Background: an optimization exercise with open tools, aiming at small area, a short achievable clock period and few clock cycles. Do not read the settings as production practice.
In this exercise RTL edits were held to simulation tests only and were not proved equivalent to the original.

==> flow/design.v (excerpt) <==
module cordic(i_clk, i_rst, i_en, o_vld, o_cosine, o_sine, i_theta);
For scale: roughly 1400 flip-flops, about 76 I/O pins, about 75000 um^2 of cells after synthesis.
Settings: LEC_CHECK=0, CAP_MARGIN=20, CORE_MARGIN=2, CORE_UTILIZATION=40, CTS_BUF_LIST=sky130_fd_sc_hd__clkbuf_16, CTS_CLUSTER_DIAMETER=120, CTS_CLUSTER_SIZE=30, SLEW_MARGIN=20, SYNTH_MEMORY_MAX_BITS=16384; clock period 10.0 ns.
standard.sh (not shown) runs the stock make flow with config.mk's settings and CLKGATE_MAP_FILE= SYNTH_SCRIPT=/design/flow/synth_recipe.tcl, a recipe that flattens the netlist after the stock synthesis.
==> flow/flow/run.sh <==
#!/bin/bash
# The standard layout (standard.sh), with timing repair aiming for extra setup slack.
# make's full output goes to standard.log; ORFS's own per-step logs are under orfs/logs.
set -euo pipefail
export SETUP_SLACK_MARGIN=6.6
bash standard.sh > standard.log 2>&1
The first run completed without violations.
Testbench counts at the start, summed over its fixed seeds: cycles 8,432.
Next try:
CORE_UTILIZATION = 55   (was 40)
CTS_CLUSTER_DIAMETER = 100   (was 120)
CTS_CLUSTER_SIZE = 25   (was 30)
PLACE_DENSITY = 0.68   (was not set)
- clock skew falls by 0.025 ns
- utilization rises by 16 points
- final cell count falls by 6.5%
- global-route usage rises by 5.9 points
Next try:
--- a/flow/flow/run.sh
+++ b/flow/flow/run.sh
@@ -3,4 +3,4 @@
 # make's full output goes to standard.log; ORFS's own per-step logs are under orfs/logs.
 set -euo pipefail
-export SETUP_SLACK_MARGIN=6.6
+export SETUP_SLACK_MARGIN=6.8
 bash standard.sh > standard.log 2>&1
CORE_UTILIZATION = 40   (was 55)
PLACE_DENSITY = not set   (was 0.68)
- cell area increases by 2.6%
- wire length grows by 2.2%
- maximum frequency is higher by 1.2%
- area after synthesis is unchanged
- via count hardly moves
- utilization is lower by 15 points
Next try:
--- a/flow/flow/run.sh
+++ b/flow/flow/run.sh
@@ -3,4 +3,4 @@
 # make's full output goes to standard.log; ORFS's own per-step logs are under orfs/logs.
 set -euo pipefail
-export SETUP_SLACK_MARGIN=6.8
+export SETUP_SLACK_MARGIN=6.6
 bash standard.sh > standard.log 2>&1
Setup slack improved by 0.0084 ns.
Non-clock buffer count falls by 58.
Area after synthesis stays the same.

========
Another version of the RTL of cordic (not shown whole).
Size in the first run: about 7900 cells after synthesis, roughly 1400 flip-flops, about 76 I/O pins.
export LEC_CHECK = 0
export CAP_MARGIN = 20
export CORE_MARGIN = 2
export CORE_UTILIZATION = 40
export CTS_BUF_LIST = sky130_fd_sc_hd__clkbuf_16
export CTS_CLUSTER_DIAMETER = 100
export CTS_CLUSTER_SIZE = 25
export SLEW_MARGIN = 20
create_clock -name core_clock -period 10.0 [get_ports {i_clk}]
==> flow/flow/run.sh <==
#!/bin/bash
# The standard layout (standard.sh), with timing repair aiming for extra setup slack.
# make's full output goes to standard.log; ORFS's own per-step logs are under orfs/logs.
set -euo pipefail
export SETUP_SLACK_MARGIN=6.6
bash standard.sh > standard.log 2>&1
The starting point produced a clean layout.
Testbench counts at the start, summed over its fixed seeds: cycles 8,432.
Edit:
- PLACE_DENSITY: unset -> 0.75
Core utilization hardly moves.
Sequential share of layout area hardly moves.
Area after synthesis does not change.
Synthesized cell count stays the same.
Worst setup slack is worse by 9.7 ps.
Edit:
==> flow/run.sh (new file) <==
#!/bin/bash
# synth_recipe.tcl (not shown) runs the flow's synth.tcl, then flattens the netlist and writes it again
# the make line also repeats each setting of config.mk as NAME=value (left out here)
make -C /OpenROAD-flow-scripts/flow DESIGN_CONFIG=/design/flow/config.mk WORK_HOME=/design/flow/orfs CLKGATE_MAP_FILE= SYNTH_SCRIPT=/design/flow/synth_recipe.tcl finish
- PLACE_DENSITY: 0.75 -> unset
removed: flow/flow/run.sh
removed: flow/standard.sh
Critical path depth is higher by 14.
Cell area is lower by 0.64%.
Synthesized cell count does not change.

[what the ideal ports hide]
How much do the figures lean on ideal ports? The routed layouts below were timed once more, with nothing changed but the port constraints. Step 1 assumes that a clkbuf_16 drives the clock port and a buf_2 every other input. Step 2 moves the port delays by t, midway between the first and last clock arrival at a register: inputs arrive t later, outputs are due t later. That takes back most of the time a late clock gives input paths. Three values: no drivers, after step 1, after step 2; two values: the first two.
run	t (ns)	setup slack, ns	worst hold slack (ns)
the first run of note 1	0.792	6.684 / 6.605 / 6.556	0.315 / 0.315 / 0.315
the second run of note 1	0.752	6.650 / 6.605 / 6.602	0.315 / 0.315 / 0.315
the third run of note 1	0.786	6.688 / 6.613 / 6.616	0.313 / 0.313 / 0.313
the fourth run of note 1	0.778	6.697 / 6.618 / 6.580	0.314 / 0.314 / 0.314
the first run of note 2	0.776	6.682 / 6.606 / 6.631	0.312 / 0.312 / 0.312
the second run of note 2	0.774	6.672 / 6.598 / 6.626	0.323 / 0.323 / 0.323
the third run of note 2	0.789	6.038 / 6.038 / 6.038	0.304 / 0.304 / 0.304
After both steps setup and hold are still met in every run listed. The setup slack of the first run of note 1, which loses most, moves by -0.079 ns with the drivers and by -0.128 ns with both steps.
